What follows belongs to an exercise in optimizing a design on an open flow for small area; a production flow would make more cautious choices. Function was checked by simulation only, so behaviour that the tests miss may differ from the original. The clock port is modelled as an ideal driver; clocking choices that lean on that would not hold on a real chip. Power and IR drop assume default switching activity.

==> inputs of run a <==
==> flow/design.v <==
module spi_drive#(
    parameter                           P_DATA_WIDTH        = 8                 ,
    parameter                           P_OP_LEN            = 32                ,
    parameter                           P_CPOL              = 0                 ,
    parameter                           P_CPHL              = 0                 ,
    parameter                           P_READ_DATA_WIDTH   = 8
)(
    input                               i_clk                               ,
    input                               i_rst                               ,
    output                              o_spi_clk                           ,
    output                              o_spi_cs                            ,
    output                              o_spi_mosi                          ,
    input                               i_spi_miso                          ,
    input   [P_OP_LEN- 1:0]             i_user_op_data                      ,
    input   [1:0]                       i_user_op_type                      ,
    input   [15:0]                      i_user_op_len                       ,
    input   [15:0]                      i_user_clk_len                      ,
    input                               i_user_op_valid                     ,
    output                              o_user_op_ready                     ,
    input   [P_DATA_WIDTH-1:0]          i_user_write_data                   ,
    output                              o_user_write_req                    ,
    output  [P_READ_DATA_WIDTH - 1:0]   o_user_read_data                    ,
    output                              o_user_read_valid
);
reg             r_idle;          
reg             r_sck;           
reg [15:0]      r_rem;           
reg [1:0]       r_grp;           
reg             r_dph;           
reg [31:0]      r_dat;
wire            w_wr    = i_user_op_type[1];
wire            w_rd    = i_user_op_type[0];
wire            w_hi_nz = |r_rem[15:3];
wire            w_run;
wire            w_lo0   = r_rem[2:0] == 3'd0;
wire            w_lo1   = r_rem[2:0] == 3'd1;
wire            w_lo2   = r_rem[2:0] == 3'd2;
wire            w_last  = w_lo1 & (r_grp == 2'd0);       
wire            w_req   = ~r_idle & w_wr & w_lo2 & w_hi_nz & (r_dph | (r_grp == 2'd0));
wire            w_wload = w_req & r_sck;
wire [16:0]     w_zero;
assign w_zero[0] = 1'b1;
genvar k;
generate
    for (k = 0; k < 16; k = k + 1) begin : gzero
        assign w_zero[k+1] = w_zero[k] & ~r_rem[k];
    end
endgenerate
assign w_run = ~w_zero[16];
always @(posedge i_clk or posedge i_rst)
begin
    if (i_rst) begin
        r_idle <= 1'b1;
        r_sck  <= 1'b0;
    end else begin
        r_idle <= r_idle ? ~i_user_op_valid : ~w_run;
        r_sck  <= ~r_idle & ~r_sck & w_run;
    end
end
always @(posedge i_clk)
begin
    if (r_idle) begin
        r_rem <= i_user_clk_len;
        r_grp <= i_user_op_len[4:3];
        r_dph <= 1'b0;
    end else begin
        r_rem <= r_rem ^ (w_zero[15:0] & {16{r_sck}});
        r_grp <= r_grp - {1'b0, r_sck & w_lo0};
        r_dph <= r_dph | (r_sck & w_last);
    end
end
always @(posedge i_clk)
begin
    if (r_idle)
        r_dat <= i_user_op_data;
    else begin
        if (w_wload) begin
            r_dat[7]    <= i_user_write_data[7];
            r_dat[14:9] <= i_user_write_data[6:1];
            if (r_grp[0])
                r_dat[0] <= i_user_write_data[0];
            else
                r_dat[8] <= i_user_write_data[0];
        end
        if (r_sck & (r_dph | w_last))
            r_dat[23:16] <= {r_dat[22:16], i_spi_miso};
    end
end
wire [31:0]     w_rot   = {r_dat[30:0], r_dat[31]};
wire [1:0]      w_sel   = {r_grp[1] & ~r_dph, r_grp[0] | (r_dph & ~w_lo1)};
wire            w_bit   = w_rot[{w_sel, r_rem[2:0]}];
assign o_spi_clk         = r_sck;
assign o_spi_cs          = r_idle;
assign o_user_op_ready   = r_idle;
assign o_spi_mosi        = r_dph ? (w_wr ? (w_bit & w_run) : r_dat[0]) : w_bit;
assign o_user_write_req  = w_req & ~r_sck;
assign o_user_read_data  = r_dat[23:16];
assign o_user_read_valid = ~r_idle & w_rd & r_dph & ~r_sck & w_lo1;
endmodule
==> flow/flow/run.sh <==
#!/bin/bash
# Standard layout, except: abc maps for area (flow/synth_area.tcl) and maps the adders too
# (no ADDER_MAP_FILE); the ports get the
# smallest buffer instead of ORFS's default choice; CTS adds no dummy loads, and each clock
# buffer is then sized down as far as the clock pin slews allow (flow/post_cts.tcl).
set -euo pipefail
export BUFFER_PORTS_ARGS="-buffer_cell sky130_fd_sc_hd__buf_1"
export CTS_ARGS="-sink_clustering_enable -repair_clock_nets -dont_use_dummy_load -buf_list sky130_fd_sc_hd__clkbuf_8"
export POST_CTS_TCL="$PWD/flow/post_cts.tcl"
bash standard.sh SYNTH_SCRIPT="$PWD/flow/synth_area.tcl" ADDER_MAP_FILE= finish > standard.log 2>&1
==> flow/flow/area.abc <==
&get -n
&st
&syn2
&synch2
&nf -a -R 1000
&put
==> flow/flow/post_cts.tcl <==
set root_sizes {sky130_fd_sc_hd__clkbuf_1 sky130_fd_sc_hd__clkbuf_2 sky130_fd_sc_hd__clkbuf_4 sky130_fd_sc_hd__clkbuf_8}
set leaf_sizes {sky130_fd_sc_hd__clkbuf_4 sky130_fd_sc_hd__clkbuf_8 sky130_fd_sc_hd__clkbuf_16}
set clk_slew_target 0.118

proc worst_clk_pin_slew {} {
  set w 0
  foreach pin [get_pins -hierarchical */CLK] {
    set s [get_property $pin slew_max]
    if {$s > $w} { set w $s }
  }
  return $w
}
proc master_area {name} {
  set m [[ord::get_db] findMaster $name]
  return [expr {[$m getWidth] * [$m getHeight] / 1e6}]
}

set root {}
set leaves {}
foreach inst [[ord::get_db_block] getInsts] {
  set n [$inst getName]
  if {[string match clkbuf_* $n] && [string match sky130_fd_sc_hd__clkbuf_* [[$inst getMaster] getName]]} {
    if {[string match clkbuf_0_* $n]} { set root $n } else { lappend leaves $n }
  }
}
estimate_parasitics -placement
puts "post_cts: root $root leaves $leaves worst clock pin slew before [worst_clk_pin_slew]"

set orig {}
foreach n [concat $root $leaves] { lappend orig [[[ord::get_db_block] findInst $n] getMaster] }

if {$root ne "" && [llength $leaves] >= 1 && [llength $leaves] <= 6} {
  set best_area 1e9
  set best {}
  # all assignments of sizes, as index lists
  set combos {{}}
  foreach b [concat $root $leaves] {
    set sizes [expr {$b eq $root ? $root_sizes : $leaf_sizes}]
    set next {}
    foreach c $combos { foreach s $sizes { lappend next [concat $c [list $s]] } }
    set combos $next
  }
  foreach c $combos {
    set area 0
    foreach s $c { set area [expr {$area + [master_area $s]}] }
    if {$area >= $best_area} { continue }
    foreach b [concat $root $leaves] s $c { replace_cell [get_cells $b] $s }
    estimate_parasitics -placement
    if {[worst_clk_pin_slew] < $clk_slew_target} { set best_area $area; set best $c }
  }
  if {$best ne {}} {
    foreach b [concat $root $leaves] s $best { replace_cell [get_cells $b] $s }
  } else {
    foreach b [concat $root $leaves] m $orig { replace_cell [get_cells $b] [$m getName] }
  }
  puts "post_cts: chose $best (area $best_area)"
}
estimate_parasitics -placement
puts "post_cts: worst clock pin slew after [worst_clk_pin_slew]"
detailed_placement
check_placement -verbose
==> flow/flow/synth_area.tcl <==
# The standard synthesis (synth_recipe.tcl), with abc mapping for area instead of speed:
# abc gets flow/area.abc as its script. Registers are mapped before abc, so they are unchanged.
set ::area_abc [file normalize [file join [file dirname [file normalize [info script]]] area.abc]]
proc ::swap_abc {n1 n2 op} {
  set i [lsearch -exact $::abc_args -script]
  if {$i >= 0} {
    set ::abc_args [lreplace $::abc_args [expr {$i + 1}] [expr {$i + 1}] $::area_abc]
  }
}
trace add variable ::abc_args write ::swap_abc
source [file join [file dirname [file dirname [file normalize [info script]]]] synth_recipe.tcl]
==> flow/standard.sh <==
#!/bin/bash
# synth_recipe.tcl (not shown) runs the flow's synth.tcl, then flattens the netlist and writes it again
# the make line also repeats each setting of config.mk as NAME=value (left out here)
make -C /OpenROAD-flow-scripts/flow DESIGN_CONFIG=/design/flow/config.mk WORK_HOME=/design/flow/orfs CLKGATE_MAP_FILE= SYNTH_SCRIPT=/design/flow/synth_recipe.tcl "${@:-finish}"
==> flow/config.mk <==
export PLATFORM = sky130hd
export DESIGN_NAME = spi_drive
export DESIGN_NICKNAME = spi_drive
export VERILOG_FILES = /design/flow/design.v
export SDC_FILE = /design/flow/constraint.sdc
export NUM_CORES = 4
export LEC_CHECK = 0
export CAP_MARGIN = 20
export CORE_MARGIN = 2
export CORE_UTILIZATION = 80
export CTS_BUF_LIST = sky130_fd_sc_hd__clkbuf_8
export SLEW_MARGIN = 20
==> flow/constraint.sdc <==
create_clock -name core_clock -period 5.0 [get_ports {i_clk}]
set_input_delay 1.0000 -clock core_clock [delete_from_list [all_inputs] [get_ports {i_clk}]]
set_output_delay 1.0000 -clock core_clock [all_outputs]
set_load 0.01 [all_outputs]
==> inputs of run b, as changes to run a <==
==> flow/design.v, changed modules only <==
module spi_drive#(
    parameter                           P_DATA_WIDTH        = 8                 ,
    parameter                           P_OP_LEN            = 32                ,
    parameter                           P_CPOL              = 0                 ,
    parameter                           P_CPHL              = 0                 ,
    parameter                           P_READ_DATA_WIDTH   = 8
)(
    input                               i_clk                               ,
    input                               i_rst                               ,
    output                              o_spi_clk                           ,
    output                              o_spi_cs                            ,
    output                              o_spi_mosi                          ,
    input                               i_spi_miso                          ,
    input   [P_OP_LEN- 1:0]             i_user_op_data                      ,
    input   [1:0]                       i_user_op_type                      ,
    input   [15:0]                      i_user_op_len                       ,
    input   [15:0]                      i_user_clk_len                      ,
    input                               i_user_op_valid                     ,
    output                              o_user_op_ready                     ,
    input   [P_DATA_WIDTH-1:0]          i_user_write_data                   ,
    output                              o_user_write_req                    ,
    output  [P_READ_DATA_WIDTH - 1:0]   o_user_read_data                    ,
    output                              o_user_read_valid
);
reg             r_idle;          
reg             r_sck;           
reg [15:0]      r_rem;           
reg [1:0]       r_grp;           
reg             r_dph;           
reg [31:0]      r_dat;
wire            w_wr    = i_user_op_type[1];
wire            w_rd    = i_user_op_type[0];
wire            w_hi_nz = |r_rem[15:3];
wire            w_run   = w_hi_nz | (|r_rem[2:0]);
wire            w_lo1   = r_rem[2:0] == 3'd1;
wire            w_lo2   = r_rem[2:0] == 3'd2;
wire            w_last  = w_lo1 & (r_grp == 2'd0);       
wire            w_req   = ~r_idle & w_wr & w_lo2 & w_hi_nz & (r_dph | (r_grp == 2'd0));
always @(posedge i_clk or posedge i_rst)
begin
    if (i_rst) begin
        r_idle <= 1'b1;
        r_sck  <= 1'b0;
    end else begin
        r_idle <= r_idle ? ~i_user_op_valid : ~w_run;
        r_sck  <= ~r_idle & ~r_sck & w_run;
    end
end
wire [4:0]      w_len_m1 = i_user_op_len[4:0] - 5'd1;
always @(posedge i_clk)
begin
    if (r_idle) begin
        r_rem <= i_user_clk_len;
        r_grp <= w_len_m1[4:3];
        r_dph <= 1'b0;
    end else if (r_sck) begin
        r_rem <= r_rem - 16'd1;
        if (w_lo1)
            r_grp <= r_grp - 2'd1;
        if (w_last)
            r_dph <= 1'b1;
    end
end
always @(posedge i_clk)
begin
    if (r_idle)
        r_dat <= i_user_op_data;
    else begin
        if (w_req & r_sck & ~r_grp[0])
            r_dat[15:8] <= i_user_write_data;
        if (w_req & r_sck &  r_grp[0])
            r_dat[7:0]  <= i_user_write_data;
        if (r_sck & (r_dph | w_last))
            r_dat[31:24] <= {r_dat[30:24], i_spi_miso};
    end
end
wire [31:0]     w_perm;
genvar g, b;
generate
    for (g = 0; g < 4; g = g + 1) begin : gperm
        for (b = 0; b < 8; b = b + 1) begin : bperm
            assign w_perm[8*g + b] = r_dat[8*g + ((b + 7) % 8)];
        end
    end
endgenerate
wire [1:0]      w_sel_grp = r_dph ? {1'b0, r_grp[0]} : r_grp;
wire            w_bit     = w_perm[{w_sel_grp, r_rem[2:0]}];
assign o_spi_clk         = r_sck;
assign o_spi_cs          = r_idle;
assign o_user_op_ready   = r_idle;
assign o_spi_mosi        = r_dph ? (w_wr ? (w_bit & w_run) : r_dat[0]) : w_bit;
assign o_user_write_req  = w_req & ~r_sck;
assign o_user_read_data  = r_dat[31:24];
assign o_user_read_valid = ~r_idle & w_rd & r_dph & ~r_sck & w_lo1;
endmodule
==> flow/run.sh (new file) <==
#!/bin/bash
# synth_recipe.tcl (not shown) runs the flow's synth.tcl, then flattens the netlist and writes it again
# the make line also repeats each setting of config.mk as NAME=value (left out here)
make -C /OpenROAD-flow-scripts/flow DESIGN_CONFIG=/design/flow/config.mk WORK_HOME=/design/flow/orfs CLKGATE_MAP_FILE= SYNTH_SCRIPT=/design/flow/synth_recipe.tcl finish
- CORE_UTILIZATION: 80 -> 40
- CTS_BUF_LIST: sky130_fd_sc_hd__clkbuf_8 -> default
removed: flow/flow/run.sh
removed: flow/flow/area.abc
removed: flow/flow/post_cts.tcl
removed: flow/flow/synth_area.tcl
removed: flow/standard.sh
==> comparison table <==
| metric | run a | run b |
|---|---|---|
| Die X | 59.3 um | 89.7 um |
| First-iteration detailed-routing DRC count | 150 | 68 |
| Flop pwr share | 55.0% | 52.8% |
| Final critical delay including setup and external delays | 4.15 ns | 4.19 ns |
| Non-clock buffer share | 10.7% | 21.2% |
| IR Drop Worst-Case VDD | 307 uV | 119 uV |
| Switching Power | 436 uW | 299 uW |
| Outcome | finished clean | finished clean |
| Number of cells on the worst reg-to-reg path | 8 | 6 |
| Worst min path class | in2async | reg2reg |
| Total power | 1.27 mW | 1.14 mW |
| Cell depth of the worst setup path | 9 | 8 |
| Fin Clk Skew | 0.0388 ns | 0.00528 ns |
| Critical path startpoint | r_rem[4] | r_rem[0] |
| Sequential logic power | 699 uW | 602 uW |
| Static leakage power | 0.911 nW | 1.37 nW |
| Proportion of cell area occupied by registers | 50.3% | 40.9% |
| Post-synthesis cell area | 2450 sq um | 2940 sq um |
| Port-buffer cells | 77 | 80 |
| CP max stage cell | or4_1 | edfxtp_1 |
| Portion of netlist area occupied by mux cells | 16.9% | 11.8% |
| Post-Synth Adder-Cell Area | 0% | 2.13% |
| Power consumed by the clock network | 189 uW | 293 uW |
| Switching part of the total power | 34.3% | 26.2% |
| Net Count, Synth | 277 | 344 |

separate check: timing with driven ports:
The flow's constraints put no driver on any port. The routed layouts listed below were extracted and timed again, unchanged, in two steps.
Step 1 assumes that a clkbuf_16 drives the clock port and a buf_2 every other input.
Step 2 also shifts input and output timing later by t, the mid clock arrival at the registers, as if the neighbouring blocks saw the same clock.
a / b / c = ideal / step 1 / step 2; a / b = the first two.
run	shift t [ns]	setup WS [ns]	worst setup path after step 2	latest minus earliest clock arrival (ns)
run a	0.574	0.849 / 0.830 / 1.403	register to output	0.039 / 0.039
run b	0.332	0.814 / 0.785 / 1.112	input to output	0.006 / 0.006
After both steps every run listed still meets setup and hold.
